What follows belongs to an exercise in optimizing a design on an open flow for a short achievable clock period and few clock cycles; a production flow would make more cautious choices. At most, simulation tests tie the RTL to the original design; equivalence was not proved. Function not checked in runs 2 and 3: the RTL went through the layout flow alone. No activity file was given, so power comes from the tool's default toggle rates.

==> flow/design.v (outline; a module is shown in full before it is edited, if it fits) <==
// module alu: 16 lines
// module regfile: 32 lines
// module multpipe: 3228 lines
// module decoder: 71 lines
// module mips: 231 lines
module mips(input         clk, rst,
            input  [31:0] instrF, readdataM,
            output [31:0] pcF,
            output        memwriteM,
            output [31:0] alumultoutM, writedataM);
  // ...
==> flow/run.sh <==
#!/bin/bash
# synth_recipe.tcl (not shown) runs the flow's synth.tcl, then flattens the netlist and writes it again
# the make line also repeats each setting of config.mk as NAME=value (left out here)
make -C /OpenROAD-flow-scripts/flow DESIGN_CONFIG=/design/flow/config.mk WORK_HOME=/design/flow/orfs CLKGATE_MAP_FILE= SYNTH_SCRIPT=/design/flow/synth_recipe.tcl finish
==> flow/config.mk <==
export PLATFORM = sky130hd
export DESIGN_NAME = mips
export DESIGN_NICKNAME = mips
export VERILOG_FILES = /design/flow/design.v
export SDC_FILE = /design/flow/constraint.sdc
export NUM_CORES = 8
export LEC_CHECK = 0
export CAP_MARGIN = 60
export CORE_MARGIN = 2
export CORE_UTILIZATION = 40
export PLACE_DENSITY = 0.6
export SETUP_SLACK_MARGIN = 5
export SLEW_MARGIN = 60
==> flow/constraint.sdc <==
create_clock -name core_clock -period 11.0 [get_ports {clk}]
set_input_delay 2.2000 -clock core_clock [delete_from_list [all_inputs] [get_ports {clk}]]
set_output_delay 2.2000 -clock core_clock [all_outputs]
set_load 0.01 [all_outputs]
==> impl_results.md, run 1 <==
* Die Wd at 595 µm
* #FFs+latches synth at 2649
* Xor/xnor share of the synthesized area at 0.0190
* Die area at 354000 µm²
* Final Util at 0.456
* Worst VDD drop at 0.000179 V
* ANT cells at 66
* Synth Warn # at 5
* HP Start: mul.rb2[37]$_DFF_P_
* Worst-skew pair later-pin latency at 960 ps
* Levels on crit path at 1
* MaxCap Viol Count at 0
* CTS buffer count at 302
* Count leader, synth: edfxtp_1
* Clock network power at 0.0105 W
* Sequential share of the synthesized area at 0.483
* Final Wtd Congestion at 1.03
* Max FFs per register at 992
* Post-synthesis adder-cell area fraction at 0.105
* WS Path Type: flip-flop to output pin
* Top_reg_cell synth: edfxtp_1
* Actual slew at the worst max-slew pin at 721 ps
* Multi-input gate area at 66000 µm²
* Max incr delay on CP at 710 ps
* GRT busiest layer: met2
* Count of cell types in the netlist at 110
* Placed cells at 17773
* Core area at 349000 µm²
* Total global-route track usage at 0.336
* FF/Latch Area at 67700 µm²
* Antenna Nets Post-Route at 0
* N_taps at 4599
* Root Buffer: clkbuf_16
* Routed via count at 120266
* Status: finished clean
* Vias per std cell at 6.53
* Fraction of registers with async set/reset at 0.0664
* CP startpoint kind: flip-flop
* Final Cell Area at 159000 µm²
* M1 GR Usage at 0.440
* Largest net degree at the start of global routing at 113
* Post-Syn Area at 140000 µm²
* Pwr per Cell Area at 173 nW/µm²
* Site Rows at 217
* Layout net count at 14316
Testbench counts, summed over its fixed seeds: cycles 105,550.
==> module mips, before the edit <==
module mips(input         clk, rst,
            input  [31:0] instrF, readdataM,
            output [31:0] pcF,
            output        memwriteM,
            output [31:0] alumultoutM, writedataM);
    reg  [31:0] pc, pcp4;
    wire [31:0] pcp4F = pcp4;
    wire [31:0] pcp8F = pcp4 + 32'd4;
    assign pcF = pc;
    wire [4:0]  rsF = instrF[25:21];
    wire [4:0]  rtF = instrF[20:16];
    wire [31:1] rsohF, rtohF;
    genvar g;
    generate for (g = 1; g < 32; g = g + 1) begin : ohdec
        assign rsohF[g] = (rsF == g);
        assign rtohF[g] = (rtF == g);
    end endgenerate
    wire        regwrF, usesrsF, usesrtF, bregF, bimmF, bluiF, blinkF, isloadF, isstoreF;
    wire        s_addF, s_subF, s_andF, s_orF, s_xorF, s_xnorF, s_sltF, s_loF, s_hiF, s_linkF;
    wire        isbeqF, isbneF, isjumpF, ismultF, msignedF, ismfF;
    wire [4:0]  destF;
    decoder dec(instrF, regwrF, destF, usesrsF, usesrtF, bregF, bimmF, bluiF, blinkF,
                isloadF, isstoreF,
                s_addF, s_subF, s_andF, s_orF, s_xorF, s_xnorF, s_sltF, s_loF, s_hiF, s_linkF,
                isbeqF, isbneF, isjumpF, ismultF, msignedF, ismfF);
    reg  [31:0] instrD, pcp4D, pcp8D;
    reg  [31:1] rsohD, rtohD;
    reg         validD;        
    reg         regwrDq, usesrsDq, usesrtDq, bregD, bimmD, bluiD, blinkD, isloadDq, isstoreDq;
    reg         s_addD, s_subD, s_andD, s_orD, s_xorD, s_xnorD, s_sltD, s_loD, s_hiD, s_linkD;
    reg         isbeqDq, isbneDq, isjumpDq, ismultDq, msignedD, ismfDq;
    reg  [4:0]  destD;
    wire [4:0]  rsD = instrD[25:21];
    wire [4:0]  rtD = instrD[20:16];
    wire        regwrD   = validD & regwrDq;
    wire        isloadD  = validD & isloadDq;
    wire        isstoreD = validD & isstoreDq;
    wire        isbeqD   = validD & isbeqDq;
    wire        isbneD   = validD & isbneDq;
    wire        isjumpD  = validD & isjumpDq;
    wire        ismultD  = validD & ismultDq;
    wire        ismfD    = validD & ismfDq;
    wire [31:0] signimmD   = {{16{instrD[15]}}, instrD[15:0]};
    wire [31:0] btargetD   = pcp4D + {signimmD[29:0], 2'b00};
    wire [31:0] btargetp4D = pcp8D + {signimmD[29:0], 2'b00};
    wire [31:0] jtargetD   = {pcp4D[31:28], instrD[25:0], 2'b00};
    wire [31:0] jtargetp4D = jtargetD + 32'd4;
    wire        isbrD      = isbeqD | isbneD;
    reg  [1:0]  bht [0:63];
    reg  [63:0] bhv;
    wire [5:0]  bidxF  = pcp4F[7:2];
    reg  [5:0]  bidxD;
    reg         bvD, btD;
    wire        statD  = instrD[15] | isbneDq;
    wire        predtD = isbrD & (bvD ? btD : statD);
    reg         regwrE, isloadE, ismultE;
    reg  [4:0]  destE;
    reg         regwrM, isloadM;
    reg  [4:0]  destM;
    reg  [31:0] resMi;         
    wire        mbusy1, mbusy2;
    reg         stallq;
    wire        stallD = stallq & validD;
    wire        rsmF    = (rsF == destD);
    wire        rtmF    = (rtF == destD);
    wire        lduseN  = isloadD & regwrD & ((usesrsF & rsmF) | (usesrtF & rtmF));
    wire        mfwaitN = ismfF & (ismultD | ismultE | mbusy1);
    wire        mdepN   = ismultF & regwrD & (rsmF | rtmF);
    wire        mfwaitS = ismfD & (ismultE | mbusy1);
    wire        stallnext = stallD ? mfwaitS : (lduseN | mfwaitN | mdepN);
    wire [31:0] mvalM = isloadM ? readdataM : resMi;
    wire [31:0] rfa, rfb;
    regfile rf(clk, rst, regwrM, destM, mvalM, rsohD, rtohD, rfa, rfb);
    wire [4:0]  rsN   = stallD ? rsD : rsF;
    wire [4:0]  rtN   = stallD ? rtD : rtF;
    wire        bregN = stallD ? bregD : bregF;
    wire        fAEn  = ~stallD & regwrD & rsmF;
    wire        fBEn  = ~stallD & regwrD & rtmF;
    wire        fAMn  = regwrE & (rsN == destE);
    wire        fBMn  = regwrE & (rtN == destE);
    reg         fAM, fBM;
    reg         a_add, a_sub, a_slt, a_oth, a_rv;
    reg         b_add, b_sub, b_slt, b_oth, b_nf;
    reg         s_add, s_sub, s_slt, s_oth, s_rv;
    always @(posedge clk) begin
        fAM <= fAMn; fBM <= fBMn;
        a_add <= fAEn & s_addD; a_sub <= fAEn & s_subD; a_slt <= fAEn & s_sltD;
        a_oth <= fAEn;          a_rv  <= ~fAEn;
        b_add <= fBEn & bregN & s_addD; b_sub <= fBEn & bregN & s_subD;
        b_slt <= fBEn & bregN & s_sltD; b_oth <= fBEn & bregN; b_nf <= ~(fBEn & bregN);
        s_add <= fBEn & s_addD; s_sub <= fBEn & s_subD; s_slt <= fBEn & s_sltD;
        s_oth <= fBEn;          s_rv  <= ~fBEn;
    end
    wire [31:0] rvA  = fAM ? mvalM : rfa;
    wire [31:0] rvB  = fBM ? mvalM : rfb;
    wire [31:0] immB = bimmD ? signimmD :
                       bluiD ? {instrD[15:0], 16'b0} : pcp4D;
    wire [31:0] sumE, difE, othE;
    wire [31:0] opAD = ({32{a_add}} & sumE) | ({32{a_sub}} & difE)
                     | ({32{a_slt}} & {31'b0, difE[31]}) | ({32{a_oth}} & othE)
                     | ({32{a_rv}} & rvA);
    wire [31:0] bnfD = bregD ? rvB : immB;
    wire [31:0] opBD = ({32{b_add}} & sumE) | ({32{b_sub}} & difE)
                     | ({32{b_slt}} & {31'b0, difE[31]}) | ({32{b_oth}} & othE)
                     | ({32{b_nf}} & bnfD);
    wire [31:0] sdD  = ({32{s_add}} & sumE) | ({32{s_sub}} & difE)
                     | ({32{s_slt}} & {31'b0, difE[31]}) | ({32{s_oth}} & othE)
                     | ({32{s_rv}} & rvB);
    reg  [31:0] opAE, opBE, sdE, altE, altp4E;
    reg         s_addE, s_subE, s_andE, s_orE, s_xorE, s_xnorE, s_sltE, s_loE, s_hiE, s_linkE;
    reg         isstoreE, isbeqE, isbneE, predtE, msignedE;
    wire [31:0] hi, lo;
    alu alu(opAE, opBE, s_andE, s_orE, s_xorE, s_xnorE, s_loE, s_hiE, s_linkE, lo, hi,
            sumE, difE, othE);
    wire [31:0] aluoutE = ({32{s_addE}} & sumE) | ({32{s_subE}} & difE)
                        | ({32{s_sltE}} & {31'b0, difE[31]}) | othE;
    reg  [31:0] mulAE, mulBE;
    reg  [5:0]  bidxE;
    wire eqE    = (opAE == opBE);
    wire takenE = (isbeqE & eqE) | (isbneE & ~eqE);
    wire mispE  = (isbeqE | isbneE) & (takenE ^ predtE);
    reg         mispq;
    reg  [31:0] altq, altp4q;
    multpipe mul(clk, rst, ismultE, msignedE, mulAE, mulBE, hi, lo, mbusy1, mbusy2);
    reg         memwrM;
    reg  [31:0] resM, wdM;     
    assign alumultoutM = resM;
    assign writedataM  = wdM;
    assign memwriteM   = memwrM;
    wire redirD = (isjumpD | predtD) & ~stallD;
    wire [31:0] pcnext   = mispq  ? altq :
                           stallD ? pc :
                           redirD ? (isjumpDq ? jtargetD : btargetD) :
                           pcp4F;
    wire [31:0] pcp4next = mispq  ? altp4q :
                           stallD ? pcp4 :
                           redirD ? (isjumpDq ? jtargetp4D : btargetp4D) :
                           pcp8F;
    always @(posedge clk or posedge rst) begin
        if (rst) begin
            pc <= 32'b0;
            pcp4 <= 32'd4;
            validD <= 1'b0;
            stallq <= 1'b0;
            mispq <= 1'b0;
        end else begin
            pc <= pcnext;
            pcp4 <= pcp4next;
            stallq <= stallnext;
            mispq <= mispE;
            if (!stallD) validD <= ~(mispE | mispq);
        end
    end
    always @(posedge clk) begin
        if (!stallD) begin
            instrD <= instrF;
            pcp4D  <= pcp4F;
            pcp8D  <= pcp8F;
            rsohD  <= rsohF;
            rtohD  <= rtohF;
            bidxD  <= bidxF;
            bvD    <= bhv[bidxF];
            btD    <= bht[bidxF][1];
            regwrDq <= regwrF; destD <= destF; usesrsDq <= usesrsF; usesrtDq <= usesrtF;
            bregD <= bregF; bimmD <= bimmF; bluiD <= bluiF; blinkD <= blinkF;
            isloadDq <= isloadF; isstoreDq <= isstoreF;
            s_addD <= s_addF; s_subD <= s_subF; s_andD <= s_andF; s_orD <= s_orF;
            s_xorD <= s_xorF; s_xnorD <= s_xnorF; s_sltD <= s_sltF; s_loD <= s_loF;
            s_hiD <= s_hiF; s_linkD <= s_linkF;
            isbeqDq <= isbeqF; isbneDq <= isbneF; isjumpDq <= isjumpF;
            ismultDq <= ismultF; msignedD <= msignedF; ismfDq <= ismfF;
        end
    end
    always @(posedge clk) begin
        opAE <= opAD; opBE <= opBD; sdE <= sdD;
        mulAE <= rvA & {32{ismultDq}};
        mulBE <= rvB & {32{ismultDq}};
        altE <= predtD ? pcp4F : btargetD;
        altq <= altE;
        altp4q <= altp4E;
        altp4E <= predtD ? pcp8F : btargetp4D;
        bidxE <= bidxD;
        destE <= destD;
        msignedE <= msignedD;
        predtE <= predtD;
        s_addE <= s_addD; s_subE <= s_subD; s_andE <= s_andD; s_orE <= s_orD;
        s_xorE <= s_xorD; s_xnorE <= s_xnorD; s_sltE <= s_sltD; s_loE <= s_loD; s_hiE <= s_hiD;
        s_linkE <= s_linkD;
        resM <= sumE;            
        resMi <= aluoutE;
        wdM <= sdE;
        destM <= destE;
    end
    reg         bupd, btaken;
    reg  [5:0]  bidxU;
    always @(posedge clk) begin
        btaken <= takenE;
        bidxU  <= bidxE;
    end
    integer k;
    always @(posedge clk) begin
        for (k = 0; k < 64; k = k + 1)
            if (bupd && bidxU == k) begin
                if (!bhv[k])                         bht[k] <= btaken ? 2'b10 : 2'b01;
                else if (btaken && bht[k] != 2'b11)  bht[k] <= bht[k] + 2'b01;
                else if (!btaken && bht[k] != 2'b00) bht[k] <= bht[k] - 2'b01;
            end
    end
    always @(posedge clk or posedge rst) begin
        if (rst) bhv <= 64'b0;
        else for (k = 0; k < 64; k = k + 1)
            if (bupd && bidxU == k) bhv[k] <= 1'b1;
    end
    always @(posedge clk or posedge rst) begin
        if (rst) begin
            regwrE <= 0; isloadE <= 0; ismultE <= 0; isstoreE <= 0; isbeqE <= 0; isbneE <= 0;
            memwrM <= 0; isloadM <= 0; regwrM <= 0; bupd <= 0;
        end else begin
            regwrE   <= regwrD & ~stallD;
            isloadE  <= isloadD & ~stallD;
            ismultE  <= ismultD & ~stallD;
            isstoreE <= isstoreD & ~stallD;
            isbeqE   <= isbeqD & ~stallD;
            isbneE   <= isbneD & ~stallD;
            memwrM   <= isstoreE;
            isloadM  <= isloadE;
            regwrM   <= regwrE;
            bupd     <= isbeqE | isbneE;
        end
    end
endmodule
==> run 2, diff against run 1 <==
--- a/flow/design.v
+++ b/flow/design.v
@@ -49,29 +49,26 @@
             if (we && wa == i) valid[i] <= 1'b1;
     end
 endmodule
 `timescale 1ps/1ps
 module multpipe(input         clk, rst,
                 input         start, sgn,
                 input  [31:0] a, b,
                 output [31:0] hi, lo,
-                output        busy1, busy2);
-    reg        v1, v2, v3;
+                output        busy1);
+    reg        v1, v2;
     reg        hlv;             
     reg [31:0] hir, lor;
     assign hi = hir & {32{hlv}};
     assign lo = lor & {32{hlv}};
     wire [32:0] a1 = {sgn & a[31], a};
     wire [32:0] b1 = {sgn & b[31], b};
     reg [63:0] ra2, rb2;
     assign busy1 = v1;
-    assign busy2 = v2;
-    reg [31:0] lo3, rah3, rbh3;
-    reg        c3;
     wire bn0, bo0, bt0;
     wire [33:0] pp0;
     wire ppi1;
     wire bn1, bo1, bt1;
     wire [33:0] pp1;
     wire ppi2;
     wire bn2, bo2, bt2;
     wire [33:0] pp2;
@@ -2794,18 +2791,19 @@
     assign s1065 = s943 ^ c828 ^ c942;
     assign c1066 = (s943 & c828) | (s943 & c942) | (c828 & c942);
     assign s1067 = s945 ^ 1'b1 ^ c944;
     assign c1068 = (s945 & 1'b1) | (s945 & c944) | (1'b1 & c944);
     assign s1069 = r1_63_0 ^ r1_63_1 ^ c946;
     assign c1070 = (r1_63_0 & r1_63_1) | (r1_63_0 & c946) | (r1_63_1 & c946);
     wire [63:0] rowa = {s1069, s1067, s1065, s1063, s1061, s1059, s1057, s1055, s1053, s1051, s1049, s1047, s1045, s1043, s1041, s1039, s1037, s1035, s1033, s1031, s1029, s1027, s1025, s1023, s1021, s1019, s1017, s1015, s1013, s1011, s1009, s1007, s1005, s1003, s1001, s999, s997, s995, s993, s991, s989, s987, s985, s983, s981, s979, s977, s975, s973, s971, s969, s967, s965, s963, s961, s959, s957, s955, s953, s951, s949, s947, r1_1_0, r1_0_0};
     wire [63:0] rowb = {c1068, c1066, c1064, c1062, c1060, c1058, c1056, c1054, c1052, c1050, c1048, c1046, c1044, c1042, c1040, c1038, c1036, c1034, c1032, c1030, c1028, c1026, c1024, c1022, c1020, c1018, c1016, c1014, c1012, c1010, c1008, c1006, c1004, c1002, c1000, c998, c996, c994, c992, c990, c988, c986, c984, c982, c980, c978, c976, c974, c972, c970, c968, c966, c964, c962, c960, c958, c956, c954, c952, c950, c948, r1_2_2, 1'b0, r1_0_1};
-    wire [32:0] lsum = {1'b0, ra2[31:0]} + {1'b0, rb2[31:0]};
-    wire [31:0] hsum = rah3 + rbh3 + {31'b0, c3};
+    wire [32:0] lsum  = {1'b0, ra2[31:0]} + {1'b0, rb2[31:0]};
+    wire [31:0] hsum0 = ra2[63:32] + rb2[63:32];
+    wire [31:0] hsum1 = ra2[63:32] + rb2[63:32] + 32'd1;
     always @(posedge clk) begin
             r1_0_0 <= pp0[0];
             r1_0_1 <= bn0;
             r1_1_0 <= pp0[1];
             r1_2_0 <= pp0[2];
             r1_2_1 <= pp1[0];
             r1_2_2 <= bn1;
             r1_3_0 <= pp0[3];
@@ -3253,33 +3251,28 @@
             r1_61_1 <= pp15[31];
             r1_61_2 <= pp16[29];
             r1_62_0 <= pp15[32];
             r1_62_1 <= pp16[30];
             r1_63_0 <= ppi16;
             r1_63_1 <= pp16[31];
             ra2 <= rowa;
             rb2 <= rowb;
-            lo3  <= lsum[31:0];
-            c3   <= lsum[32];
-            rah3 <= ra2[63:32];
-            rbh3 <= rb2[63:32];
-            if (v3) begin
-                hir <= hsum;
-                lor <= lo3;
+            if (v2) begin
+                hir <= lsum[32] ? hsum1 : hsum0;
+                lor <= lsum[31:0];
             end
     end
     always @(posedge clk or posedge rst) begin
         if (rst) begin
-            v1 <= 1'b0; v2 <= 1'b0; v3 <= 1'b0; hlv <= 1'b0;
+            v1 <= 1'b0; v2 <= 1'b0; hlv <= 1'b0;
         end else begin
             v1 <= start;
             v2 <= v1;
-            v3 <= v2;
-            if (v3) hlv <= 1'b1;
+            if (v2) hlv <= 1'b1;
         end
     end
 endmodule
 `timescale 1ps/1ps
 `timescale 1ps/1ps
 module decoder(input  [31:0] instr,
                output        regwr,       
                output  [4:0] dest,
@@ -3408,25 +3401,25 @@
     reg         bvD, btD;
     wire        statD  = instrD[15] | isbneDq;
     wire        predtD = isbrD & (bvD ? btD : statD);
     reg         regwrE, isloadE, ismultE;
     reg  [4:0]  destE;
     reg         regwrM, isloadM;
     reg  [4:0]  destM;
     reg  [31:0] resMi;         
-    wire        mbusy1, mbusy2;
+    wire        mbusy1;
     reg         stallq;
     wire        stallD = stallq & validD;
     wire        rsmF    = (rsF == destD);
     wire        rtmF    = (rtF == destD);
     wire        lduseN  = isloadD & regwrD & ((usesrsF & rsmF) | (usesrtF & rtmF));
-    wire        mfwaitN = ismfF & (ismultD | ismultE | mbusy1);
+    wire        mfwaitN = ismfF & (ismultD | ismultE);
     wire        mdepN   = ismultF & regwrD & (rsmF | rtmF);
-    wire        mfwaitS = ismfD & (ismultE | mbusy1);
+    wire        mfwaitS = ismfD & ismultE;
     wire        stallnext = stallD ? mfwaitS : (lduseN | mfwaitN | mdepN);
     wire [31:0] mvalM = isloadM ? readdataM : resMi;
     wire [31:0] rfa, rfb;
     regfile rf(clk, rst, regwrM, destM, mvalM, rsohD, rtohD, rfa, rfb);
     wire [4:0]  rsN   = stallD ? rsD : rsF;
     wire [4:0]  rtN   = stallD ? rtD : rtF;
     wire        bregN = stallD ? bregD : bregF;
     wire        fAEn  = ~stallD & regwrD & rsmF;
@@ -3464,51 +3457,47 @@
     reg  [31:0] opAE, opBE, sdE, altE, altp4E;
     reg         s_addE, s_subE, s_andE, s_orE, s_xorE, s_xnorE, s_sltE, s_loE, s_hiE, s_linkE;
     reg         isstoreE, isbeqE, isbneE, predtE, msignedE;
     wire [31:0] hi, lo;
     alu alu(opAE, opBE, s_andE, s_orE, s_xorE, s_xnorE, s_loE, s_hiE, s_linkE, lo, hi,
             sumE, difE, othE);
     wire [31:0] aluoutE = ({32{s_addE}} & sumE) | ({32{s_subE}} & difE)
                         | ({32{s_sltE}} & {31'b0, difE[31]}) | othE;
-    reg  [31:0] mulAE, mulBE;
+    reg  [31:0] cmpAE, cmpBE, mulAE, mulBE;
     reg  [5:0]  bidxE;
-    wire eqE    = (opAE == opBE);
+    wire eqE    = (cmpAE == cmpBE);
     wire takenE = (isbeqE & eqE) | (isbneE & ~eqE);
     wire mispE  = (isbeqE | isbneE) & (takenE ^ predtE);
-    reg         mispq;
-    reg  [31:0] altq, altp4q;
-    multpipe mul(clk, rst, ismultE, msignedE, mulAE, mulBE, hi, lo, mbusy1, mbusy2);
+    multpipe mul(clk, rst, ismultE, msignedE, mulAE, mulBE, hi, lo, mbusy1);
     reg         memwrM;
     reg  [31:0] resM, wdM;     
     assign alumultoutM = resM;
     assign writedataM  = wdM;
     assign memwriteM   = memwrM;
     wire redirD = (isjumpD | predtD) & ~stallD;
-    wire [31:0] pcnext   = mispq  ? altq :
+    wire [31:0] pcnext   = mispE  ? altE :
                            stallD ? pc :
                            redirD ? (isjumpDq ? jtargetD : btargetD) :
                            pcp4F;
-    wire [31:0] pcp4next = mispq  ? altp4q :
+    wire [31:0] pcp4next = mispE  ? altp4E :
                            stallD ? pcp4 :
                            redirD ? (isjumpDq ? jtargetp4D : btargetp4D) :
                            pcp8F;
     always @(posedge clk or posedge rst) begin
         if (rst) begin
             pc <= 32'b0;
             pcp4 <= 32'd4;
             validD <= 1'b0;
             stallq <= 1'b0;
-            mispq <= 1'b0;
         end else begin
             pc <= pcnext;
             pcp4 <= pcp4next;
             stallq <= stallnext;
-            mispq <= mispE;
-            if (!stallD) validD <= ~(mispE | mispq);
+            if (!stallD) validD <= ~mispE;
         end
     end
     always @(posedge clk) begin
         if (!stallD) begin
             instrD <= instrF;
             pcp4D  <= pcp4F;
             pcp8D  <= pcp8F;
             rsohD  <= rsohF;
@@ -3523,21 +3512,21 @@
             s_xorD <= s_xorF; s_xnorD <= s_xnorF; s_sltD <= s_sltF; s_loD <= s_loF;
             s_hiD <= s_hiF; s_linkD <= s_linkF;
             isbeqDq <= isbeqF; isbneDq <= isbneF; isjumpDq <= isjumpF;
             ismultDq <= ismultF; msignedD <= msignedF; ismfDq <= ismfF;
         end
     end
     always @(posedge clk) begin
         opAE <= opAD; opBE <= opBD; sdE <= sdD;
+        cmpAE <= opAD & {32{isbeqDq | isbneDq}};
+        cmpBE <= opBD & {32{isbeqDq | isbneDq}};
         mulAE <= rvA & {32{ismultDq}};
         mulBE <= rvB & {32{ismultDq}};
         altE <= predtD ? pcp4F : btargetD;
-        altq <= altE;
-        altp4q <= altp4E;
         altp4E <= predtD ? pcp8F : btargetp4D;
         bidxE <= bidxD;
         destE <= destD;
         msignedE <= msignedD;
         predtE <= predtD;
         s_addE <= s_addD; s_subE <= s_subD; s_andE <= s_andD; s_orE <= s_orD;
         s_xorE <= s_xorD; s_xnorE <= s_xnorD; s_sltE <= s_sltD; s_loE <= s_loD; s_hiE <= s_hiD;
         s_linkE <= s_linkD;
==> flow/flow/run.sh (new file) <==
#!/bin/bash
# Layout flow: the standard ORFS flow (standard.sh), with the standard synthesis
# unchanged and two changes to the steps after it:
#  - every input and output port gets a sky130_fd_sc_hd__buf_4 (buffer_ports would
#    otherwise pick a slow delay buffer);
#  - the clkdlybuf4s* delay buffers are left out of the cells the repair steps may add.
# Each step's full output goes to a log file of its own in this folder.
set -euo pipefail
bash standard.sh synth > synth.log 2>&1
export DONT_USE_CELLS="sky130_fd_sc_hd__clkdlybuf4s15_1 sky130_fd_sc_hd__clkdlybuf4s15_2 sky130_fd_sc_hd__clkdlybuf4s18_1 sky130_fd_sc_hd__clkdlybuf4s18_2 sky130_fd_sc_hd__clkdlybuf4s25_1 sky130_fd_sc_hd__clkdlybuf4s25_2 sky130_fd_sc_hd__clkdlybuf4s50_1 sky130_fd_sc_hd__clkdlybuf4s50_2"
export BUFFER_PORTS_ARGS="-buffer_cell sky130_fd_sc_hd__buf_4"
bash standard.sh floorplan > floorplan.log 2>&1
bash standard.sh place > place.log 2>&1
bash standard.sh cts > cts.log 2>&1
bash standard.sh route > route.log 2>&1
bash standard.sh finish > finish.log 2>&1
==> flow/standard.sh (new file) <==
#!/bin/bash
# synth_recipe.tcl (not shown) runs the flow's synth.tcl, then flattens the netlist and writes it again
# the make line also repeats each setting of config.mk as NAME=value (left out here)
make -C /OpenROAD-flow-scripts/flow DESIGN_CONFIG=/design/flow/config.mk WORK_HOME=/design/flow/orfs CLKGATE_MAP_FILE= SYNTH_SCRIPT=/design/flow/synth_recipe.tcl "${@:-finish}"
removed: flow/run.sh
==> run 2 against run 1 <==
Power down 2.9%; register-to-register slack lost 110 ps; critical path depth up 11; fmax rose by 8.7%; hold slack worse by 5.8 ps; combinational power about the same; largest cell class is now multi-input combinational cells; highest routed layer unchanged; synthesized area about the same.
==> impl_results.md, run 2 <==
* Status: finished clean
* Post-Syn Area at 140000 µm² (about the same)
* Area growth syn-to-layout at 13.3%
* Core area at 349000 µm² (about the same)
* Total global-route track usage at 0.323 (-0.0129)
* Share of the synthesized area in the top cell type at 0.292
* Final Slew Violations at 0
* Fmax achieved at 240 MHz
* Port Buf Inserts at 162
* Vias in the first global route at 110361
* Most frequent cells in the layout: 1362 x edfxtp_1, 1263 x nand2_1, 1097 x a21oi_1, 949 x dfxtp_1, 882 x nor2_1
* Routed via count at 121323 (+0.88%)
* Synth Warn # at 5 (unchanged)
* Overflow after GRT at 0
* Die Wd at 596 µm (about the same)
* Total negative slack at 0 ps
* Post-route setup slack at 6840 ps
* Sequential share of the synthesized area at 0.468 (-0.0144)
* CP required at 11670 ps
* MaxCap Viol Count at 0 (unchanged)
* Drt drc at 0
* RSZ-0062 raised after global routing: false
* Top_reg_cell synth: edfxtp_1
* Pwr per Cell Area at 168 nW/µm² (-2.7%)
* Final Wtd Congestion at 0.971 (-6.1%)
* Site Rows at 217 (unchanged)
* Max FFs per register at 992 (unchanged)
* Clock Sinks at 2552
* Initial antenna violation count at 34
* Worst-skew pair later-pin latency at 950 ps (about the same)
* Fill cell count at 32298
* Cts hold-fix bufs at 0
* Synth top area cells: edfxtp_1 29%, dfxtp_1 15%, fa_1 6.7%
* Biggest register: rf.rf
* Pre-antenna DRT Iters at 12
* Root Buffer: clkbuf_16
* Pleak at 59.6 nW
* CP startpoint kind: flip-flop
* Avg WL per Cell at 32.1 µm
* Period utilisation layout at 0.379
* First-pass GRT wire length at 828 mm
* CTS tree: built
* Vias per std cell at 6.55 (+0.33%)
* Mean Syn Cell Area at 9.94 µm²
* Worst EP arrival at 4840 ps
* HPWL Detailed at 371 mm
* Slew HR at 0.530
* Die Y at 596 µm
* Place WS at 6360 ps
* Final min period at 4160 ps
* Antenna Nets Post-Route at 0 (unchanged)
* Worst Skew at 70.4 ps
* Worst Setup End Kind: flip-flop
* Layout net count at 14469 (+1.1%)
* Synthesized instance count at 14084
* Non-Filler Instances at 18524
* Synth top cells by count: 1362 x edfxtp_1, 1273 x nand2_1, 1137 x a21oi_1, 1045 x clkbuf_1, 1016 x dfxtp_1
* Net Count, Synth at 14898
* Fraction of registers with async set/reset at 0.0682 (+0.00174)
* Max clock buf depth at 4
* Worst hold path class: flip-flop to flip-flop
* #FFs+latches synth at 2552 (-3.7%)
* Share of layout cells above drive strength 1 at 0.111
* Critical path fanouts, max at 6
* Final Hold Vio Count at 0
* CTS buffer count at 288 (-4.6%)
* # Post-CTS Setup Buffers at 0
* Die area at 355000 µm² (about the same)
* WS Path Type: flip-flop to flip-flop
* Worst VDD drop at 0.000153 V (-15%)
* Largest registers: rf.rf (992), bht (128)
* Tot Pwr at 0.0266 W
* H-Tree Depth at 5
* PostCTS Resize Cnt at 0
* Actual slew at the worst max-slew pin at 705 ps (-16.3 ps)
* Commonest non-fill, non-tap cell in the layout: edfxtp_1
* Reg clk slew, reported paths at 60 ps
* Largest net degree at the start of global routing at 114 (+0.88%)
* Initial DRC count at 20805
* Starting Density at 0.401
* Count leader, synth: edfxtp_1
* Ports at 163
* Placed cells at 17935 (+0.91%)
* Final Setup Violations at 0
* Final wirelength at 594 mm
* Post-synth EDFFs at 1362
* Count of cell types in the netlist at 99 (-10%)
* Post-synth top area cell: edfxtp_1
run 2: critical path, cell delays in order, from the launching register on:
cell and delay, ps:
dfxtp_1 310, ha_1 240, fa_1 430, a211oi_1 350
o211ai_1 230, a21boi_2 360, nor2_1 160, a221oi_1 440
xnor2_1 270, and3_1 380, nand4_2 210, nor4_1 400
xnor2_1 110
run 2: per-stage QoR:
stage / hold slack [ps] / utilization / area (µm²)
2_1_floorplan: 310 / - / 140000
3_3_place_gp: 310 / 0.416 / 145000
3_5_place_dp: 312 / 0.423 / 148000
4_1_cts: 297 / 0.452 / 158000
5_1_grt: 305 / 0.454 / 159000
6_report: 299 / 0.454 / 159000
run 2: logic make-up after synthesis:
| kind of cell | share of synthesized area |
|---|---|
| buffers and inverters | 0.0548 |
| flip-flops | 0.468 |
| XOR/XNOR | 0.0228 |
| adder cells (fa/ha/maj) | 0.105 |
| multiplexers | 0.0194 |
| AO/OA/AOI/OAI | 0.214 |
| AND/OR/NAND/NOR | 0.116 |
run 2: power by group:
part	switching, W	total (W)	internal [W]
logic	0.00327	0.00502	0.00175
registers	0.000695	0.0115	0.0108
clock network	0.00422	0.0102	0.00595
run 2: layer usage:
layer	global-route usage	share of wire	vias up	routed length, µm
li1	-	-	50699	-
met1	0.432	0.37	58886	222000
met2	0.453	0.40	9677	240000
met3	0.108	0.15	2045	88700
met4	0.188	0.072	16	42800
met5	0.00108	0.00033	-	197
run 2: worst paths after layout:
path | cells past startpoint | slack, ps | end | from
max | 12 | 6840 | mul.hir[31]$_DFFE_PP_ | mul.rb2[32]$_DFF_P_
min | 0 | 300 | wdM[21]$_DFF_P_ | sdE[21]$_DFF_P_
max reg2reg | 12 | 6840 | mul.hir[31]$_DFFE_PP_ | mul.rb2[32]$_DFF_P_
min reg2reg | 0 | 300 | wdM[21]$_DFF_P_ | sdE[21]$_DFF_P_
max in group asynchronous | 5 | 8240 | bhv[20]$_DFFE_PP0P_ | rst
min in group asynchronous | 3 | 1350 | rf.valid[13]$_DFFE_PP0P_ | rst
run 2: cell type report:
| type | instances | area, µm² | share of cell area |
|---|---|---|---|
| Sequential cell | 2552 | 65800 | 0.415 |
| Antenna cell | 33 | 82.6 | 0.000521 |
| Clock inverter | 126 | 1370 | 0.00862 |
| Inverter | 753 | 2860 | 0.0181 |
| Timing Repair Buffer | 563 | 6220 | 0.0392 |
| Multi-Input combinational cell | 9497 | 68100 | 0.429 |
| Clock buffer | 401 | 8440 | 0.0533 |
| Tap cell | 4599 | 5750 | 0.0363 |
==> run 3, diff against run 2 <==
--- a/flow/design.v
+++ b/flow/design.v
@@ -3353,3 +3353,4 @@
             output [31:0] alumultoutM, writedataM);
-    reg  [31:0] pc, pcp4;
+    reg  [31:0] pc, pcp4x;
+    wire [31:0] pcp4  = pcp4x ^ 32'd4;
     wire [31:0] pcp4F = pcp4;
@@ -3464,7 +3465,9 @@
                         | ({32{s_sltE}} & {31'b0, difE[31]}) | othE;
-    reg  [31:0] cmpAE, cmpBE, mulAE, mulBE;
+    reg  [31:0] mulAE, mulBE;
     reg  [5:0]  bidxE;
-    wire eqE    = (cmpAE == cmpBE);
+    wire eqE    = (opAE == opBE);
     wire takenE = (isbeqE & eqE) | (isbneE & ~eqE);
     wire mispE  = (isbeqE | isbneE) & (takenE ^ predtE);
+    reg         mispq;
+    reg  [31:0] altq, altp4q;
     multpipe mul(clk, rst, ismultE, msignedE, mulAE, mulBE, hi, lo, mbusy1);
@@ -3476,3 +3479,3 @@
     wire redirD = (isjumpD | predtD) & ~stallD;
-    wire [31:0] pcnext   = mispE  ? altE :
+    wire [31:0] pcnext   = mispq  ? altq :
                            stallD ? pc :
@@ -3480,3 +3483,3 @@
                            pcp4F;
-    wire [31:0] pcp4next = mispE  ? altp4E :
+    wire [31:0] pcp4next = mispq  ? altp4q :
                            stallD ? pcp4 :
@@ -3487,10 +3490,12 @@
             pc <= 32'b0;
-            pcp4 <= 32'd4;
+            pcp4x <= 32'b0;
             validD <= 1'b0;
             stallq <= 1'b0;
+            mispq <= 1'b0;
         end else begin
             pc <= pcnext;
-            pcp4 <= pcp4next;
+            pcp4x <= pcp4next ^ 32'd4;
             stallq <= stallnext;
-            if (!stallD) validD <= ~mispE;
+            mispq <= mispE;
+            if (!stallD) validD <= ~(mispE | mispq);
         end
@@ -3519,4 +3524,2 @@
         opAE <= opAD; opBE <= opBD; sdE <= sdD;
-        cmpAE <= opAD & {32{isbeqDq | isbneDq}};
-        cmpBE <= opBD & {32{isbeqDq | isbneDq}};
         mulAE <= rvA & {32{ismultDq}};
@@ -3524,2 +3527,4 @@
         altE <= predtD ? pcp4F : btargetD;
+        altq <= altE;
+        altp4q <= altp4E;
         altp4E <= predtD ? pcp8F : btargetp4D;
==> run 3 against run 2 <==
Sequential power about the same; hold slack gained 3.7 ps; non-clock buffer count fell by 13; highest routed layer unchanged; power down 0.86%; die area is 1.1% lower; synthesized area shrank 1.2%; wire length fell by 4.4%; largest power group unchanged; design area is 1.3% lower; cell count down 1.6%; first-iteration DRC count shrank 4.1%; fmax decreased by 4.6%.
==> impl_results.md, run 3 <==
* Core area at 344000 µm² (-1.5%)
* Sequential share of power at 0.439 (+0.009)
* Post-synth EDFFs at 1362 (unchanged)
* Count leader, synth: edfxtp_1
* Overflow after GRT at 0 (unchanged)
* Final min period at 4360 ps (+201 ps)
* H-Tree Depth at 5 (unchanged)
* Pleak at 58.5 nW (-1.9%)
* Ports at 163 (unchanged)
* CP startpoint kind: flip-flop
* Initial antenna violation count at 43 (+26%)
* CP Buf/Inv Count at 0 (unchanged)
* Synth top area cells: edfxtp_1 30%, dfxtp_1 15%, fa_1 6.8%
* Most frequent cells in the layout: 1362 x edfxtp_1, 1262 x nand2_1, 1094 x a21oi_1, 947 x dfxtp_1, 861 x nor2_1
* Synth Warn # at 5 (unchanged)
* Worst-skew pair later-pin latency at 960 ps (about the same)
* Max clock buf depth at 4 (unchanged)
* CP required at 11780 ps (+110 ps)
* Post-synth top area cell: edfxtp_1
* Worst VDD drop at 0.000144 V (-5.8%)
* Pwr per Cell Area at 169 nW/µm² (+0.46%)
* Avg WL per Cell at 31.1 µm (-2.9%)
* Starting Density at 0.403 (+0.00125)
* Crit-path slowest cell: o311ai_1
* Critical path fanouts, max at 8 (+2)
* Net Count, Synth at 14650 (-1.7%)
* Pre-antenna DRT Iters at 8 (-4)
* Share of the synthesized area in the top cell type at 0.296 (+0.00341)
* Slew HR at 0.520 (-0.0102)
* Crit-path leading delay family: compound AO/OA/AOI/OAI gates
* Total global-route track usage at 0.313 (-0.00938)
* Final wirelength at 568 mm (-4.4%)
* Crit path cell chain: ha_1 -> fa_1 -> a21oi_1 -> o21bai_1 -> a21oi_1 -> o311ai_1 -> nand2_1 -> o31a_1 -> nand2_1 -> a21oi_1 -> o21ai_0 -> mux2i_1 -> o221ai_1
* Die area at 351000 µm² (-1.1%)
* Post-Syn Area at 138000 µm² (-1.2%)
* Reg clk slew, reported paths at 70 ps (about the same)
* RSZ-0062 raised after global routing: false
* CTS buffer count at 291 (+1.0%)
* Total negative slack at 0 ps (unchanged)
* Actual slew at the worst max-slew pin at 720 ps (+15.3 ps)
* #FFs+latches synth at 2551 (-0.039%)
* Antenna Nets Post-Route at 0 (unchanged)
* Post-route setup slack at 6640 ps (-201 ps)
* HPWL Detailed at 358 mm (-3.6%)
* PostCTS Resize Cnt at 0 (unchanged)
* Final Slew Violations at 0 (unchanged)
* Vias in the first global route at 108501 (-1.7%)
* Drt drc at 0 (unchanged)
* Biggest register: rf.rf
* Sequential share of the synthesized area at 0.474 (+0.00536)
* Die Y at 592 µm (-0.58%)
* Most used cell, CP: a21oi_1
* Max FFs per register at 992 (unchanged)
* Fill cell count at 31916 (-1.2%)
* Period utilisation layout at 0.397 (+0.0183)
* Fmax achieved at 229 MHz (-4.6%)
* Final Hold Vio Count at 0 (unchanged)
* Die Wd at 592 µm (-0.58%)
* Vias per std cell at 6.48 (-1.0%)
* Commonest non-fill, non-tap cell in the layout: edfxtp_1
* Routed via count at 118201 (-2.6%)
* Final Util at 0.455 (+0.000656)
* Cts hold-fix bufs at 0 (unchanged)
* Worst hold path class: flip-flop to flip-flop
* WS Path Type: flip-flop to flip-flop
* Largest registers: rf.rf (992), bht (128)
* First-pass GRT wire length at 798 mm (-3.7%)
* Clock share of power at 0.384 (+0.002)
* Final Setup Violations at 0 (unchanged)
* MaxCap Viol Count at 0 (unchanged)
* Share of layout cells above drive strength 1 at 0.111 (-0.000510)
* Layout net count at 14210 (-1.8%)
* Synth top cells by count: 1362 x edfxtp_1, 1269 x nand2_1, 1132 x a21oi_1, 1047 x clkbuf_1, 1014 x dfxtp_1
* Synthesized instance count at 13836 (-1.8%)
* CTS tree: built
* Max incr delay on CP at 550 ps (+110 ps)
* Place WS at 6140 ps (-220 ps)
* Worst Skew at 66.7 ps (-3.71 ps)
* P_int at 0.0183 W (-0.65%)
* Site Rows at 215 (-0.92%)
* Worst EP arrival at 5140 ps (+300 ps)
* Largest net degree at the start of global routing at 115 (+0.88%)
* # Post-CTS Setup Buffers at 0 (unchanged)
* Root Buffer: clkbuf_16
* Worst Setup End Kind: flip-flop
* Sw frac at 0.305 (-0.00148)
* Port Buf Inserts at 162 (unchanged)
* Mean Syn Cell Area at 10.0 µm² (+0.62%)
* Status: finished clean
* Fraction of registers with async set/reset at 0.0686 (+0.000419)
* Comb power frac at 0.177 (-0.011)
* Top_reg_cell synth: edfxtp_1
* Switching pwr at 0.00807 W (-1.3%)
* Initial DRC count at 19954 (-4.1%)
* Clock Sinks at 2551 (-0.039%)
* Final Wtd Congestion at 0.964 (-0.70%)
* Area growth syn-to-layout at 13.1%
* Count of cell types in the netlist at 99 (unchanged)
## run 3: cell count changes in the layout (fill, tap and decap cells not counted), sizes merged, moves of 19 or more
cell | before | now
o211ai | 68 | 41
nor3 | 163 | 184
nor2b | 60 | 35
buf | 555 | 536
xor2 | 158 | 109
and2 | 220 | 179
## run 3: stage by stage
| step | cells | total power [W] | cell area, µm² | hold slack, ps |
|---|---|---|---|---|
| 3_3_place_gp | 17571 | 0.0161 | 143000 | 310 |
| 5_1_grt | 18212 | 0.0272 | 156000 | 327 |
| 3_5_place_dp | 17641 | 0.0162 | 146000 | 312 |
| 4_1_cts | 18169 | 0.0263 | 156000 | 301 |
| 2_1_floorplan | 13836 | 0.0142 | 138000 | 310 |
| 6_report | 18232 | 0.0264 | 156000 | 303 |
## run 3: power groups by stage
stage | logic, W | registers, W | clock network, W
2_1_floorplan | 0.00285 | 0.0114 | 0
3_3_place_gp | 0.00435 | 0.0117 | 0
3_5_place_dp | 0.00448 | 0.0117 | 0
4_1_cts | 0.00452 | 0.0115 | 0.0102
5_1_grt | 0.00502 | 0.0116 | 0.0106
6_report | 0.00468 | 0.0116 | 0.0101
## run 3: worst paths after layout
kind | startpoint | endpoint | slack [ps] | cells past startpoint
worst max-delay path | opBE[0]$_DFF_P_ | opAE[30]$_DFF_P_ | 6640 | 13
worst min-delay path | altp4E[1]$_DFF_P_ | altp4q[1]$_DFF_P_ | 300 | 0
worst max register to register | opBE[0]$_DFF_P_ | opAE[30]$_DFF_P_ | 6640 | 13
worst min register to register | altp4E[1]$_DFF_P_ | altp4q[1]$_DFF_P_ | 300 | 0
max in group asynchronous | rst | bhv[13]$_DFFE_PP0P_ | 8570 | 5
min in group asynchronous | rst | rf.valid[27]$_DFFE_PP0P_ | 1380 | 3
## run 3: layout make-up
type                       count  area, µm²  share of cell area
multi-input combinational   9248      66600               0.425
sequential                  2551      65700               0.420
clock buffer                 380       8330              0.0532
tap                         4557       5700              0.0364
timing repair buffer         550       5660              0.0362
inverter                     754       2860              0.0183
clock inverter               148       1510             0.00966
antenna                       44        110            0.000704
## run 3: metal layers
metal,up-vias,global-route usage,part of all wire
li1,49826,-,-
met2,9221,0.440,0.40
met5,-,0.00162,0.00046
met3,2040,0.107,0.15
met4,28,0.170,0.069
met1,57086,0.422,0.38
## run 3: logic make-up (layout without fill, tap and decap cells)
group	Yosys count	count (layout)	share of synthesized area
buffers and inverters	2037	1832	0.0554
other	0	44	0
AO/OA/AOI/OAI	4339	4339	0.212
XOR/XNOR	333	333	0.0211
flip-flops	2551	2551	0.474
AND/OR/NAND/NOR	3394	3394	0.111
multiplexers	254	254	0.0204
adder cells (fa/ha/maj)	928	928	0.106
==> run 4, diff against run 3 <==
--- a/flow/design.v
+++ b/flow/design.v
@@ -3403,3 +3403,8 @@
     wire        statD  = instrD[15] | isbneDq;
-    wire        predtD = isbrD & (bvD ? btD : statD);
+    reg         zaddq, zsubq;
+    wire [31:0] zc    = {opAE[30:0] | opBE[30:0], 1'b0};
+    wire        zsum  = &(~(opAE ^ opBE ^ zc));
+    wire        zeroD = zaddq ? zsum : (opAE == opBE);    
+    wire        resD  = zaddq | zsubq;
+    wire        predtD = isbrD & (resD ? (isbeqDq ? zeroD : ~zeroD) : (bvD ? btD : statD));
     reg         regwrE, isloadE, ismultE;
@@ -3437,2 +3442,4 @@
         a_oth <= fAEn;          a_rv  <= ~fAEn;
+        zaddq <= fAEn & (rtF == 5'd0) & (isbeqF | isbneF) & s_addD & ~isloadDq;
+        zsubq <= fAEn & (rtF == 5'd0) & (isbeqF | isbneF) & s_subD;
         b_add <= fBEn & bregN & s_addD; b_sub <= fBEn & bregN & s_subD;
@@ -3548,3 +3555,3 @@
     end
-    integer k;
+    integer k, kv;
     always @(posedge clk) begin
@@ -3559,4 +3566,4 @@
         if (rst) bhv <= 64'b0;
-        else for (k = 0; k < 64; k = k + 1)
-            if (bupd && bidxU == k) bhv[k] <= 1'b1;
+        else for (kv = 0; kv < 64; kv = kv + 1)
+            if (bupd && bidxU == kv) bhv[kv] <= 1'b1;
     end
==> run 4 against run 3 <==
Synthesized cell count is 0.64% higher; core utilization hardly changed; sequential cell count is 2 higher; cell count is 0.76% higher; die area is 0.73% higher; fmax is 7.2% lower; power is 1.8% higher; still clean on timing, DRC and antenna; largest cell class unchanged; critical endpoint is now pc[26]$_DFFE_PP0P_; critical path type unchanged; first-iteration DRC count stayed put; critical path depth stayed put.
==> impl_results.md, run 4 <==
* Post-Syn Area at 139000 µm² (+0.74%)
* Synth Warn # at 5 (unchanged)
* Reg clk slew, reported paths at 60 ps (about the same)
* Share of the synthesized area in the top cell type at 0.293 (-0.00216)
* Worst hold path class: flip-flop to flip-flop
* Final Cell Area at 158000 µm² (+0.73%)
* Clock Sinks at 2553 (+0.078%)
* Count leader, synth: edfxtp_1
* Initial antenna violation count at 55 (+28%)
* Critical path fanouts, max at 50 (+42)
* Max clock buf depth at 4 (unchanged)
* Synthesized instance count at 13925 (+0.64%)
* # Post-CTS Setup Buffers at 0 (unchanged)
* Pre-antenna DRT Iters at 10 (+2)
* Pwr per Cell Area at 171 nW/µm² (+1.1%)
* Drt drc at 0 (unchanged)
* Die Wd at 594 µm (+0.36%)
* Worst EP arrival at 5510 ps (+370 ps)
* Port Buf Inserts at 162 (unchanged)
* Avg WL per Cell at 31.7 µm (+1.9%)
* Post-synth top area cell: edfxtp_1
* Worst Setup End Kind: flip-flop
* Biggest register: rf.rf
* Worst-skew pair later-pin latency at 970 ps (about the same)
* Root Buffer: clkbuf_16
* Cts hold-fix bufs at 0 (unchanged)
* CP required at 11810 ps (+30 ps)
* Actual slew at the worst max-slew pin at 736 ps (+15.7 ps)
* First-pass GRT wire length at 818 mm (+2.5%)
* Synth top area cells: edfxtp_1 29%, dfxtp_1 15%, fa_1 6.7%
* RSZ-0062 raised after global routing: false
* Total global-route track usage at 0.318 (+0.00426)
* Largest registers: rf.rf (992), bht (128)
* Top_reg_cell synth: edfxtp_1
* Core area at 346000 µm² (+0.78%)
* Die area at 353000 µm² (+0.73%)
* Final Hold Vio Count at 0 (unchanged)
* Final Wtd Congestion at 0.953 (-1.1%)
* PostCTS Resize Cnt at 0 (unchanged)
* Layout net count at 14327 (+0.82%)
* Overflow after GRT at 0 (unchanged)
* Commonest non-fill, non-tap cell in the layout: edfxtp_1
* Synth top cells by count: 1362 x edfxtp_1, 1160 x nand2_1, 1124 x a21oi_1, 1032 x clkbuf_1, 1016 x dfxtp_1
* Final Setup Violations at 0 (unchanged)
* Vias per std cell at 6.52 (+0.49%)
* Worst VDD drop at 0.000149 V (+3.3%)
* Total negative slack at 0 ps (unchanged)
* Final min period at 4700 ps (+336 ps)
* Ports at 163 (unchanged)
* H-Tree Depth at 5 (unchanged)
* Status: finished clean
* Fmax achieved at 213 MHz (-7.2%)
* Pleak at 59.3 nW (+1.3%)
* Area growth syn-to-layout at 13.1% (about the same)
* Vias in the first global route at 109777 (+1.2%)
* Starting Density at 0.402 (about the same)
* Slew HR at 0.510 (-0.0104)
* Die Y at 594 µm (+0.36%)
* Most frequent cells in the layout: 1362 x edfxtp_1, 1155 x nand2_1, 1086 x a21oi_1, 947 x dfxtp_1, 889 x nor2_1
* Initial DRC count at 19954 (unchanged)
* Period utilisation layout at 0.427 (+0.0306)
* Max FFs per register at 992 (unchanged)
* Largest net degree at the start of global routing at 139 (+21%)
* Post-synth EDFFs at 1362 (unchanged)
* HPWL Detailed at 369 mm (+3.3%)
* Final Slew Violations at 0 (unchanged)
* Tot Pwr at 0.0269 W (+1.8%)
* Share of layout cells above drive strength 1 at 0.113 (+0.00248)
* Net Count, Synth at 14739 (+0.61%)
* Site Rows at 216 (+0.47%)
* MaxCap Viol Count at 0 (unchanged)
* Final wirelength at 583 mm (+2.7%)
* Sequential share of the synthesized area at 0.471 (-0.00317)
* Antenna Nets Post-Route at 0 (unchanged)
* CTS tree: built
* DP Area at 147000 µm² (+0.79%)
* Worst Skew at 80.4 ps (+13.7 ps)
* Fraction of registers with async set/reset at 0.0685 (about the same)
* #FFs+latches synth at 2553 (+0.078%)
* Mean Syn Cell Area at 10.0 µm² (about the same)
* CTS buffer count at 297 (+2.1%)
* CP startpoint kind: flip-flop
* WS Path Type: flip-flop to flip-flop
* Routed via count at 119685 (+1.3%)
* Count of cell types in the netlist at 95 (-4.0%)
-- run 4: cell count changes in the layout (fill, tap and decap cells not counted), moves of 25 or more --
cell,delta
a21o_1,+29
inv_1,+26
mux2_2,+25
nand2_1,-107
nor2_1,+28
o21ai_0,-44
o221ai_1,-25
-- run 4: where the power goes --
| part | switching, W | internal [W] |
|---|---|---|
| clock network | 0.00427 | 0.00581 |
| registers | 0.000727 | 0.0109 |
| logic | 0.00329 | 0.00188 |
-- run 4: critical path: stages, from the launching register on --
cell      delay, ps
dfxtp_1         370
inv_1            80
ha_1            460
or4_4           650
or4b_1          580
or4_4           500
nor2_2          120
o21ai_1          80
a31o_4          310
nand2_2         320
buf_6           440
nand2_1         220
a221oi_1        350
a221oi_2         90
-- run 4: cells by family (layout without fill, tap and decap cells) --
group,after synthesis,after routing,synth area share
compound gates,4356,4356,0.212
flops,2553,2553,0.471
fa+ha+maj,928,928,0.105
simple gates,3388,3388,0.112
other cells,0,45,0
xor+xnor,354,354,0.0222
buf+inv,2062,1884,0.0558
mux,284,284,0.0226
-- run 4: path summary, 6_finish.rpt --
path	start	slack, ps	cells after the start	to
max	opBE[14]$_DFF_P_	6300	13	pc[26]$_DFFE_PP0P_
min	altp4E[9]$_DFF_P_	310	0	altp4q[9]$_DFF_P_
max reg2reg	opBE[14]$_DFF_P_	6300	13	pc[26]$_DFFE_PP0P_
min reg2reg	altp4E[9]$_DFF_P_	310	0	altp4q[9]$_DFF_P_
max in group asynchronous	rst	8150	6	mispq$_DFF_PP0_
min in group asynchronous	rst	1280	3	rf.valid[2]$_DFFE_PP0P_
-- run 4: layout make-up --
cell class	count	area [µm²]
Clock inverter	142	1340
Inverter	783	2980
Multi-Input combinational cell	9310	67400
Sequential cell	2553	65800
Clock buffer	391	8360
Antenna cell	45	113
Fill cell	32149	189000
Tap cell	4578	5730
Timing Repair Buffer	568	5890
-- run 4: layer usage --
layer	wire length, µm	GRT usage
met1	223000	0.428
met2	234000	0.442
met3	84600	0.108
met4	41100	0.181
met5	175	0
-- run 4: stage by stage --
step           cells  worst slack [ps]  hold WS (ps)   util
2_1_floorplan  13925              6360           310      -
3_3_place_gp   17695              5940           310  0.417
3_5_place_dp   17763              6290           312  0.424
4_1_cts        18296              6340           315  0.452
5_1_grt        18346              6160           323  0.455
6_report       18370              6300           307  0.455
Testbench counts of run 4, summed over its fixed seeds: cycles 103,880.
==> run 5, diff against run 4 <==
--- a/flow/design.v
+++ b/flow/design.v
@@ -3408,3 +3408,4 @@
     wire        resD  = zaddq | zsubq;
-    wire        predtD = isbrD & (resD ? (isbeqDq ? zeroD : ~zeroD) : (bvD ? btD : statD));
+    wire        predtD = isbrD & (bvD ? btD : statD);
+    wire        mearlyD = isbrD & resD & ((isbeqDq ? zeroD : ~zeroD) ^ predtD) & ~stallD;
     reg         regwrE, isloadE, ismultE;
@@ -3476,3 +3477,4 @@
     wire takenE = (isbeqE & eqE) | (isbneE & ~eqE);
-    wire mispE  = (isbeqE | isbneE) & (takenE ^ predtE);
+    reg         mearlyE, resE;
+    wire mispE  = (isbeqE | isbneE) & (takenE ^ predtE) & ~resE;
     reg         mispq;
@@ -3487,2 +3489,3 @@
     wire [31:0] pcnext   = mispq  ? altq :
+                           mearlyE ? altE :
                            stallD ? pc :
@@ -3491,2 +3494,3 @@
     wire [31:0] pcp4next = mispq  ? altp4q :
+                           mearlyE ? altp4E :
                            stallD ? pcp4 :
@@ -3501,2 +3505,3 @@
             mispq <= 1'b0;
+            mearlyE <= 1'b0;
         end else begin
@@ -3506,3 +3511,4 @@
             mispq <= mispE;
-            if (!stallD) validD <= ~(mispE | mispq);
+            mearlyE <= mearlyD;
+            if (!stallD) validD <= ~(mispE | mispq | mearlyE);
         end
@@ -3541,2 +3547,3 @@
         predtE <= predtD;
+        resE <= resD;
         s_addE <= s_addD; s_subE <= s_subD; s_andE <= s_andD; s_orE <= s_orD;
==> run 5 against run 4 <==
Via count increased by 1.2%; clock power about the same; critical path type unchanged; design area increased by 0.34%; clock-buffer cell count decreased by 8; synthesized area increased by 0.38%.
==> impl_results.md, run 5 <==
* Status: finished clean
* Final Cell Area at 158000 µm² (+0.34%)
* Commonest non-fill, non-tap cell in the layout: edfxtp_1
* Final min period at 4260 ps (-444 ps)
* Reg2reg end: sdE[29]$_DFF_P_
* RR Startpoint: opBE[4]$_DFF_P_
* WHS Path Cells at 0 (unchanged)
* Post-Syn Area at 140000 µm² (+0.38%)
* Final Hold Vio Count at 0 (unchanged)
* Post-synth EDFFs at 1362 (unchanged)
* Drt drc at 0 (unchanged)
* Vias per std cell at 6.54 (+0.34%)
* CTS tree: built
* Die area at 355000 µm² (+0.38%)
* Actual slew at the worst max-slew pin at 729 ps (-6.40 ps)
* Share of the synthesized area in the top cell type at 0.292 (-0.00111)
* Largest registers: rf.rf (992), bht (128)
* Multi-input gate area at 67900 µm² (+0.68%)
* Sequential share of power at 0.432 (about the same)
* Count of cell types in the netlist at 99 (+4.2%)
* Sequential share of the synthesized area at 0.469 (-0.00145)
* Die Wd at 595 µm (+0.19%)
* Final Setup Violations at 0 (unchanged)
* Top_reg_cell synth: edfxtp_1
* Switching pwr at 0.00841 W (+1.4%)
* Site Rows at 217 (+0.46%)
* H-Tree Depth at 5 (unchanged)
* Comb power frac at 0.188 (-0.004)
* Reg clk slew, reported paths at 60 ps (about the same)
* Initial antenna violation count at 30 (-45%)
* Overflow after GRT at 0 (unchanged)
* HP Start: bidxE[3]$_DFF_P_
* Max FFs per register at 992 (unchanged)
* Synth Warn # at 5 (unchanged)
* Routed via count at 121141 (+1.2%)
* Fmax achieved at 235 MHz (+10%)
* Period utilisation layout at 0.387 (-0.0404)
* FF/Latch Area at 65800 µm² (about the same)
* Pleak at 59.0 nW (-0.47%)
* Pre-antenna DRT Iters at 10 (unchanged)
* Mean Syn Cell Area at 9.93 µm² (-0.80%)
* Biggest register: rf.rf
* #FFs+latches synth at 2555 (+0.078%)
* RSZ-0062 raised after global routing: false
* CP required at 11830 ps (+20 ps)
* Core area at 349000 µm² (+0.70%)
* Synth top area cells: edfxtp_1 29%, dfxtp_1 15%, fa_1 6.7%
* First-pass GRT wire length at 823 mm (+0.58%)
* Final wirelength at 589 mm (+0.96%)
* Worst setup path start: opBE[4]$_DFF_P_
* HPWL Detailed at 373 mm (+0.93%)
* Port Buf Inserts at 162 (unchanged)
* Total negative slack at 0 ps (unchanged)
* Slew HR at 0.514 (+0.00426)
* Fill cell count at 32155 (+0.019%)
* MaxCap Viol Count at 0 (unchanged)
* Flop2flop setup slack at 6740 ps (+440 ps)
* Worst Setup End Kind: flip-flop
* Net Count, Synth at 14905 (+1.1%)
* Cts hold-fix bufs at 0 (unchanged)
* Layout net count at 14485 (+1.1%)
* Clock share of power at 0.380 (+0.005)
* Post-synth top area cell: edfxtp_1
* WHS Endpoint: bidxU[3]$_DFF_P_
* Synthesized instance count at 14091 (+1.2%)
* CTS buffer count at 291 (-2.0%)
* Clock Sinks at 2555 (+0.078%)
* Max clock buf depth at 4 (unchanged)
* Fraction of registers with async set/reset at 0.0689 (+0.000338)
* Ports at 163 (unchanged)
* Final Slew Violations at 0 (unchanged)
* Critical path fanouts, max at 12 (-76%)
* Largest net degree at the start of global routing at 115 (-17%)
* Count leader, synth: edfxtp_1
* WS Path Type: flip-flop to flip-flop
* Root Buffer: clkbuf_16
* Starting Density at 0.401 (-0.00128)
* Worst reg2reg path depth at 13 (unchanged)
* Pwr per Cell Area at 170 nW/µm² (-0.42%)
* Vias in the first global route at 110780 (+0.91%)
* DP Area at 148000 µm² (+0.44%)
* Final Wtd Congestion at 0.985 (+3.4%)
* Worst Skew at 68.2 ps (-12.2 ps)
* P_int at 0.0185 W (-0.75%)
* Die Y at 595 µm (+0.19%)
* Total global-route track usage at 0.319 (+0.00156)
* Most frequent cells in the layout: 1362 x edfxtp_1, 1281 x nand2_1, 1085 x a21oi_1, 947 x dfxtp_1, 888 x nor2_1
* Antenna Nets Post-Route at 0 (unchanged)
* Worst EP arrival at 5090 ps (-420 ps)
* Worst-skew pair later-pin latency at 970 ps (about the same)
* Synth top cells by count: 1362 x edfxtp_1, 1288 x nand2_1, 1128 x a21oi_1, 1035 x clkbuf_1, 1017 x dfxtp_1
* Tot Pwr at 0.0269 W (about the same)
* Initial DRC count at 20326 (+1.9%)
* Worst hold path class: flip-flop to flip-flop
* # Post-CTS Setup Buffers at 0 (unchanged)
* Sw frac at 0.313 (+0.00458)
* Share of layout cells above drive strength 1 at 0.110 (-0.00288)
* Area growth syn-to-layout at 13.0% (about the same)
* Avg WL per Cell at 31.8 µm (about the same)
* Worst VDD drop at 0.000131 V (-12%)
* PostCTS Resize Cnt at 0 (unchanged)
* CP startpoint kind: flip-flop
==> run 5: cell types whose count changed after synthesis, sizes merged, moves of 12 or more <==
cell	before	now
o221ai	22	47
mux2i	228	197
nand4	161	174
a222oi	51	67
a22o	382	358
mux2	35	12
nand2	1161	1288
buf	247	235
a21o	106	78
o21ai	666	748
o31ai	100	87
==> run 5: kinds of logic (layout without fill, tap and decap cells) <==
| logic type | after synthesis | count (layout) | share of synthesized area |
|---|---|---|---|
| AO/OA/AOI/OAI | 4429 | 4429 | 0.214 |
| XOR/XNOR | 360 | 360 | 0.0226 |
| adder cells (fa/ha/maj) | 928 | 928 | 0.105 |
| buffers and inverters | 2048 | 1872 | 0.0550 |
| flip-flops | 2555 | 2555 | 0.469 |
| multiplexers | 230 | 230 | 0.0184 |
| other | 0 | 16 | 0 |
| AND/OR/NAND/NOR | 3541 | 3541 | 0.116 |
==> run 5: critical path, stage by stage (launching register included) <==
cell             delay, ps
dfxtp_1                350
inv_1                   70
ha_1                   530
nor3_1                 230
a211o_1                380
o2111a_1               270
a211oi_2               490
o221a_1                260
nand2_1                130
a221oi_2               390
clkdlybuf4s15_2        310
nor3_1                  50
a311o_1                360
a221o_1                320
==> run 5: power by group through the flow <==
stage / logic, W / registers [W] / clock network [W]
detailed placement: 0.00483 / 0.0118 / 0
global route: 0.00535 / 0.0116 / 0.0106
CTS: 0.00486 / 0.0116 / 0.0102
floorplan: 0.00298 / 0.0114 / 0
finish: 0.00505 / 0.0116 / 0.0102
global placement: 0.00470 / 0.0118 / 0
==> run 5: final cells by class <==
type | count | share of cell area
multi-input cells | 9488 | 0.429
flip-flops and latches | 2555 | 0.416
clock buffers | 383 | 0.0520
repair buffers | 557 | 0.0368
well taps | 4599 | 0.0364
inverters | 778 | 0.0186
clock inverters | 154 | 0.0104
diodes | 16 | 0.000253
==> run 5: layer usage <==
layer / vias up / share of wire / GRT usage
met2: 9544 / 0.40 / 0.448
met4: 18 / 0.074 / 0.188
met1: 58682 / 0.38 / 0.429
met3: 2070 / 0.15 / 0.102
met5: - / 0.00023 / 0.00122
li1: 50827 / - / -
==> run 5: through the flow <==
step	util	worst slack, ps	hold slack, ps	cells
finish	0.453	6740	322	18530
global route	0.453	6520	333	18523
CTS	0.451	6690	326	18494
detailed placement	0.423	6500	312	17957
global placement	0.416	6520	311	17881
floorplan	-	6550	310	14091
==> run 5: how the worst max path moves through the flow <==
| stage | end | slack [ps] | cells past startpoint |
|---|---|---|---|
| detailed placement | b_nf$_DFF_P_ | 6500 | 10 |
| global route | mul.hir[31]$_DFFE_PP_ | 6520 | 12 |
| finish | sdE[29]$_DFF_P_ | 6740 | 13 |
| floorplan | asynchronous set/reset pin | 6550 | 1 |
| global placement | b_nf$_DFF_P_ | 6520 | 10 |
| CTS | opAE[29]$_DFF_P_ | 6690 | 13 |
Testbench counts of run 5, summed over its fixed seeds: cycles 104,533.

separate check: timing with driven ports:
Ports are ideal in the flow. The routed layouts listed here were re-timed in OpenROAD. Step 1 assumes that a clkbuf_16 drives the clock port and a buf_2 every other input. Step 2 times the ports against the registers' clock, not the clock port: input delays grow and output delays shrink by t, the midpoint of the rising clock arrivals with the driver on. a / b / c = ideal ports / drivers / drivers and shift; a / b = the first two.
| run | t, ns | setup slack, ns | worst setup path after step 2 | clock arrival spread, ns | cell pins on the clock port's net |
|---|---|---|---|---|---|
| run 1 | 1.034 | 6.472 / 6.365 / 6.008 | input to register | 0.070 / 0.070 | 1 |
| run 2 | 1.028 | 6.836 / 6.836 / 6.334 | input to register | 0.075 / 0.075 | 1 |
| run 3 | 1.034 | 6.635 / 6.635 / 6.109 | input to register | 0.086 / 0.085 | 1 |
| run 4 | 1.038 | 6.299 / 6.299 / 6.269 | input to register | 0.098 / 0.099 | 1 |
| run 5 | 1.048 | 6.743 / 6.743 / 6.381 | input to register | 0.078 / 0.078 | 1 |
After both steps every run listed still meets setup and hold. The setup slack of run 3, which loses most, moves by 0.000 ns with the drivers and by -0.526 ns with both steps.
